This design comes from an exercise in tuning for small area, a short achievable clock period and few clock cycles per item on the open sky130 flow, not from production work.
Only simulation tests tie the RTL to the original design; equivalence was not proved.
Power is estimated from default activity; no workload was simulated.

==> flow/design.v, too long to show whole: its modules and the start of the top module <==
// module scr_search: 1916 lines
module scr_search(clk,rst,start,R_fixed,angle1,adder,error,X,Y,done);
  // ...
==> flow/run.sh <==
#!/bin/bash
# synth_recipe.tcl (not shown) runs the flow's synth.tcl, then flattens the netlist and writes it again
# the make line also repeats each setting of config.mk as NAME=value (left out here)
make -C /OpenROAD-flow-scripts/flow DESIGN_CONFIG=/design/flow/config.mk WORK_HOME=/design/flow/orfs CLKGATE_MAP_FILE= SYNTH_SCRIPT=/design/flow/synth_recipe.tcl finish
==> flow/config.mk <==
export PLATFORM = sky130hd
export DESIGN_NAME = scr_search
export DESIGN_NICKNAME = scr_search
export VERILOG_FILES = /design/flow/design.v
export SDC_FILE = /design/flow/constraint.sdc
export NUM_CORES = 4
export LEC_CHECK = 0
export CAP_MARGIN = 20
export CORE_MARGIN = 2
export CORE_UTILIZATION = 15
export PLACE_DENSITY = 0.3
export SETUP_SLACK_MARGIN = 3
export SLEW_MARGIN = 20
==> flow/constraint.sdc <==
create_clock -name core_clock -period 12.0 [get_ports {clk}]
set_input_delay 2.4000 -clock core_clock [delete_from_list [all_inputs] [get_ports {clk}]]
set_output_delay 2.4000 -clock core_clock [all_outputs]
set_load 0.01 [all_outputs]
==> reports/qor.csv, run 1 <==
stage;metric;value;unit
timing;Final WS setup;3.06;ns
synthesis;top cell type's share of synthesized area;6.53;%
synthesis;Yosys reg bits;9;
timing;min Tclk post-route;8.94;ns
timing;endpoints failing hold;0;
placement;placed cell area;21800;sq um
detailed_routing;DRC;0;
critical_path;R2R setup slack;11.46;ns
synthesis;Post-synth EDFFs;8;
synthesis;top post-synthesis cells by area;nand2_1 6.5%, nor2_1 6.4%, a21oi_1 4.9%;
status;status;no timing/DRC/antenna violations;
layout;final std cells w/o fill;4796;
detailed_routing;Routed Antenna Nets;0;
synthesis;Synth area leader;nand2_1;
detailed_routing;top sig layer;met5;
layout;most common cell after layout, fill and taps aside;buf_4;
global_route;met1 Use GR;49.7;%
synthesis;most frequent cell after synthesis;nand2_1;
pwr;maximum vdd drop;0.0000319;V
layout;area occupied by multi-input gates;19700;sq um
pwr;Design Power;1.81;mW
global_route;vias in the first global route;28331;
critical_path;Worst path max stage delay;0.59;ns
floorplanning;core area;118000;sq um
pwr;switching pwr;1.22;mW
detailed_routing;DRT Pass-1 Iters;7;
layout;final design utilization;23.0;%
critical_path;Buf/Inv on CP;4;
Testbench counts, summed over its fixed seeds: cycles 384, queries 384.
==> run 2, diff against run 1 <==
--- a/flow/config.mk
+++ b/flow/config.mk
@@ -11,3 +11,3 @@
 export PLACE_DENSITY = 0.3
-export SETUP_SLACK_MARGIN = 3
+export SETUP_SLACK_MARGIN = 1.5
 export SLEW_MARGIN = 20
==> run 2 against run 1 <==
Still clean; fmax is 14% lower; routed wire length is 1.1% lower; final cell count is 3.5% lower; sequential share of layout area is 0.20 points higher; clock skew stayed put; synthesized cell count stayed put; critical path depth is 2 higher; clock-buffer cell count stayed put; hold slack hardly changed; worst setup slack worse by 1.4 ns; critical endpoint unchanged.
==> reports/qor.csv, run 2 <==
stage;metric;value;unit;change
synthesis;synthesized net count;2963;;
pwr;switching part of the total;70.4;%;
layout;area occupied by multi-input gates;16800;sq um;-15%
global_route;vias in the first global route;27758;;-2.0%
layout;number of fill cells;13856;;
layout;final std cells w/o fill;4629;;-3.5%
cts;cts hold-fix bufs;0;;
detailed_routing;DRT Pass-1 Iters;7;;unchanged
synthesis;Post-synth EDFFs;8;;unchanged
synthesis;mux cell area share after synthesis;0.574;%;
pwr;Comb pwr share;93.6;%;
timing;min Tclk post-route;10.35;ns;+1.42 ns
synthesis;simple-gate share of the synthesized area;49.9;%;
cts;Reg clk slew, reported paths;0.04;ns;
synthesis;Synth area leader;nand2_1;;
detailed_routing;total routed wirelength;243000;um;
synthesis;main combinational cell family by area after synthesis;simple AND/OR/NAND/NOR gates;;
pwr;power per cell area;72.2;nW/um^2;
placement;dpl hpwl;214000;um;
layout;Top Registers;X: 4 flops, Y: 4 flops, done: 1 flops;;
synthesis;top cell type's share of synthesized area;6.53;%;unchanged
synthesis;sequential fraction of the synthesis area;1.46;%;
cts;H-tree depth;1;;
layout;Area Growth Syn to Fin;25.3;%;
synthesis;area share of fa/ha/maj cells after synthesis;5.47;%;
timing;unrepaired setup endpoints after global routing;no;;
floorplanning;IO Count;49;;
synthesis;Post-synth top flop;edfxtp_1;;
hold_path;hold path depth;2;;
layout;final design utilization;19.0;%;-4.0 points
timing;setup violators final;0;;
critical_path;Worst Setup End Kind;register;;
status;status;no timing/DRC/antenna violations;;
global_route;Tot GR Track Use;38.5;%;
synthesis;synthesized area;17900;sq um;
layout;most common cell after layout, fill and taps aside;buf_4;;
detailed_routing;DR vias;29212;;
synthesis;Synth Instances;2851;;
timing;Slew HR;8.07;%;
layout;fraction of layout cells with a size suffix above 1;18.9;%;
pwr;switching pwr;1.14;mW;-7.0%
timing;setup TNS;0;ns;
pwr;maximum vdd drop;0.0000302;V;-5.4%
synthesis;Yosys Warn Count;1;;
pwr;Leak;8.64;nW;
cts;clock root cell;clkbuf_16;;
critical_path;Worst EP arrival;10.29;ns;
synthesis;compound-gate portion of the synthesized area;33.4;%;
synthesis;Yosys reg bits;9;;unchanged
timing;endpoints failing hold;0;;unchanged
cts;CTS Buf Count;3;;
timing;Fmax;96.6;MHz;
pwr;Internal Power;480;uW;
critical_path;Required @ worst endpoint;11.93;ns;
global_route;initial antenna violation count;18;;
pwr;sequential power share;2.8;%;
placement;GP Congestion;1.09;;
cts;TritonCTS clock tree;yes;;
cts;# clock sinks;9;;
cts;clock tree buffer depth;2;;
floorplanning;die width;349;um;
job;max-cap viol count;0;;
cts;clock latency (worst-skew pair);0.23;ns;
hold_path;worst hold path class;register to register;;
layout;Storage cell area;260;sq um;
synthesis;XOR/XNOR Fraction of Synth Area;1.71;%;
global_route;first-pass GRT wire length;307000;um;
detailed_routing;vias per cell;6.31;;
floorplanning;Die ar.;122000;sq um;
detailed_routing;Iter 0 DRT Violations;4515;;
timing;Pins Over Slew Limit;0;;
detailed_routing;DRC;0;;unchanged
layout;most frequent cells in the layout;344 x buf_4, 311 x nand2_1, 300 x nor2_1;;
floorplanning;row count;126;;
floorplanning;Die Y;349;um;
pwr;clock share of power;3.6;%;
global_route;largest net degree at the start of global routing;36;;
global_route;global route total overflow;0;;
floorplanning;Starting Density;15.1;%;
critical_path;Reg2Reg Depth;2;;
synthesis;ys async rst share;0;%;
placement;Port Buffers;48;;
timing;Final Skew;0;ns;
synthesis;most frequent cell after synthesis;nand2_1;;
detailed_routing;Routed Antenna Nets;0;;unchanged
timing;Worst Max-Slew Pin Slew;1.38;ns;
critical_path;Worst path max stage delay;0.91;ns;+0.32 ns
detailed_routing;wire per inst;52.5;um;
critical_path;crit start category;input pin;;
critical_path;Worst Path Max Fanout;10;;
synthesis;synth unique cells;120;;
timing;final worst-path cycle share;86.3;%;
synthesis;top post-synthesis cells by area;nand2_1 6.5%, nor2_1 6.4%, a21oi_1 4.9%;;
synthesis;synthesized area per cell;6.27;sq um;
critical_path;slowest stage cell on the critical path;a211oi_1;;
layout;Nets;3200;;
synthesis;top cells by count, synth;311 x nand2_1, 304 x nor2_1, 176 x a21oi_1, 170 x nand3_1, 160 x nor3_1;;
placement;placed cells;4604;;
floorplanning;core area;118000;sq um;unchanged
critical_path;crit path kind;input pin to register;;
run 2: cell counts after synthesis:
No cell type changed its count.
run 2: worst paths after layout:
kind	from	to	slack, ns
setup / recovery	angle1[0]	Y[1]	1.65
hold / removal	done	done	0.47
setup reg to reg	done	done	11.46
hold reg to reg	done	done	0.47
run 2: final cells by class:
class / count / share of cell area (%)
Timing Repair Buffer: 394 / 13.6
Inverter: 79 / 1.34
Clock buffer: 4 / 0.352
Multi-Input combinational cell: 2601 / 74.9
Tap cell: 1536 / 8.58
Antenna cell: 6 / 0.0670
Sequential cell: 9 / 1.16
run 2: critical path, delay by kind of cell:
kind | cells | cell delay [ns]
AND/OR/NAND/NOR | 10 | 2.59
buffers and inverters | 4 | 0.98
XOR/XNOR | 1 | 0.13
adder cells (fa/ha/maj) | 3 | 1.20
AO/OA/AOI/OAI | 8 | 2.84
multiplexers | 1 | 0.12
run 2: logic make-up after synthesis:
family | after synthesis
compound gates | 849
xor+xnor | 35
fa+ha+maj | 73
buf+inv | 241
flops | 9
mux | 10
simple gates | 1634
run 2: per-layer routing:
layer / GRT usage, % / vias to the layer above / wire (um)
met5: 0 / - / 70
met4: 25.0 / 8 / 20500
met3: 9.11 / 579 / 23200
met2: 56.9 / 2205 / 99100
met1: 49.6 / 14937 / 100000
li1: - / 11483 / -
run 2: timing repair:
| action | CTS | global route |
|---|---|---|
| resized for setup | 9 | 66 |
| setup endpoints to repair | 8 | 8 |
| pin swaps | 1 | 6 |
| buffers inserted | 3 | 10 |
run 2: power groups by stage:
| stage | registers, mW | logic [mW] | clock network, mW |
|---|---|---|---|
| after global routing | 0.0449 | 1.51 | 0.0619 |
| after detailed placement | 0.0451 | 1.41 | 0 |
| after CTS | 0.0447 | 1.42 | 0.0594 |
| after floorplan | 0.0479 | 0.617 | 0 |
| final | 0.0445 | 1.51 | 0.0584 |
| after global placement | 0.0453 | 1.45 | 0 |
run 2: through the flow:
step           hold WS (ns)  setup slack (ns)  cell area (sq um)  total power, mW
3_5_place_dp          0.474             0.882              21800             1.46
3_3_place_gp          0.473             0.817              21800             1.50
5_1_grt               0.524              1.51              22400             1.62
4_1_cts               0.483              1.51              22000             1.52
6_report              0.475              1.65              22400             1.62
2_1_floorplan         0.503              3.99              17900            0.665
==> run 3, diff against run 2 <==
--- a/flow/config.mk
+++ b/flow/config.mk
@@ -9,4 +9,4 @@
 export CORE_MARGIN = 2
-export CORE_UTILIZATION = 15
-export PLACE_DENSITY = 0.3
+export CORE_UTILIZATION = 20
+export PLACE_DENSITY = 0.35
 export SETUP_SLACK_MARGIN = 1.5
==> run 3 against run 2 <==
Still clean on timing, DRC and antenna; power fell by 2.7%; area after synthesis did not move; sequential power hardly changed; sequential cell count unchanged; register-to-register slack hardly changed; via count is 2.6% higher; worst setup slack worse by 0.097 ns; fmax decreased by 0.93%; clock power fell by 2%; critical path depth shrank 2.
==> reports/qor.csv, run 3 <==
stage;metric;value;unit;change
timing;Fmax;95.7;MHz;-0.93%
global_route;first-pass GRT wire length;292000;um;-4.8%
critical_path;crit start category;input pin;;
status;status;no timing/DRC/antenna violations;;
placement;dpl hpwl;195000;um;-8.8%
synthesis;Synth area leader;nand2_1;;
detailed_routing;Routed Antenna Nets;0;;unchanged
floorplanning;Starting Density;20.2;%;+5.1 points
critical_path;Required @ worst endpoint;11.93;ns;about the same
placement;placed cells;4204;;-8.7%
cts;clock latency (worst-skew pair);0.23;ns;about the same
layout;number of fill cells;10334;;-25%
detailed_routing;Iter 0 DRT Violations;5386;;+19%
pwr;sequential power share;2.8;%;about the same
detailed_routing;wire per inst;54.2;um;+3.3%
pwr;Comb pwr share;93.5;%;about the same
timing;Pins Over Slew Limit;0;;unchanged
layout;Area Growth Syn to Fin;20.6;%;
global_route;initial antenna violation count;26;;+8
pwr;switching part of the total;70.2;%;-0.11 points
floorplanning;IO Count;49;;unchanged
floorplanning;die width;303;um;-13%
global_route;vias in the first global route;27975;;+0.78%
synthesis;top post-synthesis cells by area;nand2_1 6.5%, nor2_1 6.4%, a21oi_1 4.9%;;
cts;clock tree buffer depth;2;;unchanged
floorplanning;row count;109;;-13%
cts;H-tree depth;1;;unchanged
global_route;largest net degree at the start of global routing;42;;+17%
layout;most common cell after layout, fill and taps aside;nand2_1;;
synthesis;top cells by count, synth;311 x nand2_1, 304 x nor2_1, 176 x a21oi_1, 170 x nand3_1, 160 x nor3_1;;
layout;most frequent cells in the layout;310 x nand2_1, 305 x buf_4, 302 x nor2_1;;
pwr;Internal Power;468;uW;-2.4%
critical_path;Top Family by Delay on Critical Path;simple AND/OR/NAND/NOR gates;;
cts;Reg clk slew, reported paths;0.04;ns;about the same
placement;Port Buffers;48;;unchanged
critical_path;Worst path max stage delay;0.85;ns;-0.06 ns
cts;CTS Buf Count;3;;unchanged
floorplanning;Die Y;303;um;-13%
timing;setup violators final;0;;unchanged
critical_path;crit path kind;input pin to register;;
detailed_routing;total routed wirelength;229000;um;-5.8%
cts;TritonCTS clock tree;yes;;
synthesis;top cell type's share of synthesized area;6.53;%;unchanged
floorplanning;core area;88500;sq um;-25%
pwr;Design Power;1.57;mW;-2.7%
synthesis;most frequent cell after synthesis;nand2_1;;
synthesis;synthesized area;17900;sq um;unchanged
hold_path;hold path depth;2;;unchanged
synthesis;synthesized area per cell;6.27;sq um;unchanged
timing;setup TNS;0;ns;unchanged
pwr;power per cell area;73.0;nW/um^2;+1.0%
placement;GP Congestion;1.15;;+5.2%
timing;unrepaired setup endpoints after global routing;no;;
synthesis;synth unique cells;120;;unchanged
critical_path;Buf/Inv on CP;4;;unchanged
cts;clock root cell;clkbuf_16;;
critical_path;slowest stage cell on the critical path;nor3b_1;;
timing;Slew HR;8.75;%;+0.67 points
detailed_routing;DRC;0;;unchanged
layout;fraction of layout cells with a size suffix above 1;17.5;%;-1.4 points
pwr;switching pwr;1.11;mW;-2.9%
critical_path;Worst Setup End Kind;register;;
synthesis;Yosys Warn Count;1;;unchanged
critical_path;most used cell, CP;nand2_1;;
synthesis;Synth Instances;2851;;unchanged
synthesis;synthesized net count;2963;;unchanged
cts;# clock sinks;9;;unchanged
critical_path;Worst EP arrival;10.39;ns;+0.10 ns
global_route;global route total overflow;0;;unchanged
layout;Top Registers;X: 4 flops, Y: 4 flops, done: 1 flops;;
synthesis;Post-synth top flop;edfxtp_1;;
layout;final std cells w/o fill;4223;;-8.8%
timing;Worst Max-Slew Pin Slew;1.35;ns;-0.0214 ns
critical_path;Worst Path Max Fanout;30;;+20
timing;endpoints failing hold;0;;unchanged
job;max-cap viol count;0;;unchanged
synthesis;Yosys reg bits;9;;unchanged
timing;Final Skew;0;ns;unchanged
detailed_routing;vias per cell;7.10;;+12%
timing;final worst-path cycle share;87.1;%;+0.81 points
synthesis;ys async rst share;0;%;unchanged
synthesis;Post-synth EDFFs;8;;unchanged
timing;min Tclk post-route;10.45;ns;+0.0969 ns
global_route;Tot GR Track Use;48.5;%;+10 points
pwr;Leak;8.49;nW;-1.8%
synthesis;sequential fraction of the synthesis area;1.46;%;unchanged
detailed_routing;DR vias;29966;;+2.6%
critical_path;WP depth;25;;-7.4%
critical_path;Reg2Reg Depth;2;;unchanged
pwr;maximum vdd drop;0.0000361;V;+20%
hold_path;worst hold path class;register to register;;
layout;Nets;3164;;-1.1%
detailed_routing;DRT Pass-1 Iters;22;;+15
pwr;clock share of power;3.7;%;about the same
floorplanning;Die ar.;91800;sq um;-25%
[run 3: routing by layer]
metal | wire (um) | vias up | GRT usage, %
li1 | - | 11401 | -
met1 | 84800 | 14779 | 56.5
met2 | 88600 | 2838 | 67.8
met3 | 31900 | 918 | 22.9
met4 | 23400 | 30 | 38.0
met5 | 226 | - | 0.362
[run 3: final timing paths]
kind / startpoint / to / slack [ns]
hold reg to reg: done / done / 0.46
setup reg to reg: done / done / 11.46
setup / recovery: angle1[10] / Y[2] / 1.55
hold / removal: done / done / 0.46
[run 3: cells by family (layout without fill, tap and decap cells)]
kind of cell,count (synthesis),after routing,synth area share [%]
buf+inv,241,441,7.54
fa+ha+maj,73,73,5.47
mux,10,10,0.574
xor+xnor,35,35,1.71
other cells,0,7,0
flops,9,9,1.46
simple gates,1634,1634,49.9
compound gates,849,849,33.4
[run 3: through the flow]
stage	hold WS [ns]	area [sq um]	setup slack (ns)	utilization (%)
2_1_floorplan	0.503	17900	3.99	-
3_3_place_gp	0.470	21100	1.14	23.8
3_5_place_dp	0.465	21100	1.33	23.8
4_1_cts	0.474	21200	1.52	23.9
5_1_grt	0.525	21500	1.49	24.3
6_report	0.464	21600	1.55	24.4
[run 3: worst register-to-register path: stages (launching register included)]
cell,delay (ns)
dfxtp_1,0.30
nor2_1,0.09
nor2_1,0.04
[run 3: layout make-up]
cell class                      instances  area [sq um]  area share, %
Sequential cell                         9           260           1.21
Multi-Input combinational cell       2601         16700           77.3
Antenna cell                            7          17.5         0.0812
Timing Repair Buffer                  358          2790           12.9
Clock buffer                            4          78.8          0.366
Inverter                               79           297           1.38
Tap cell                             1165          1460           6.76
[run 3: power groups by stage]
stage,registers [mW],logic [mW],clock network [mW]
3_3_place_gp,0.0452,1.37,0
4_1_cts,0.0448,1.34,0.0585
5_1_grt,0.0453,1.46,0.0607
3_5_place_dp,0.0452,1.33,0
6_report,0.0446,1.47,0.0575
2_1_floorplan,0.0479,0.617,0
[run 3: timing repair]
action / in CTS / in global routing
setup endpoints to repair: 0 / 8
resized for setup: 0 / 60
setup buffers: 0 / 4
hold buffers: 0 / 0

-- afterwards: timing with drivers on the ports --
In the flow no input, the clock included, has a driving cell. The finished layouts below were timed again as built, in two steps. Step 1: set_driving_cell puts a clkbuf_16 on clk and a buf_2 on each other input, an assumption about the parent block. Step 2, shift: input delay + t, output delay - t, t = (earliest + latest rising clock arrival at the registers) / 2. This alone moves slack from input paths to output paths. Slacks: ideal ports / drivers / drivers and shift; pairs: ideal ports / drivers.
| run | t, ns | slack for setup (ns) | worst data-port slew with drivers (ns) |
|---|---|---|---|
| run 1 | 0.259 | 3.065 / 3.068 / 2.809 | 0.07 |
| run 2 | 0.259 | 1.647 / 1.625 / 1.366 | 0.06 |
| run 3 | 0.252 | 1.550 / 1.555 / 1.303 | 0.04 |
After both steps setup and hold are still met in every run listed. For run 2, which loses most, drivers alone change the setup slack by -0.022 ns; drivers and shift together by -0.281 ns.
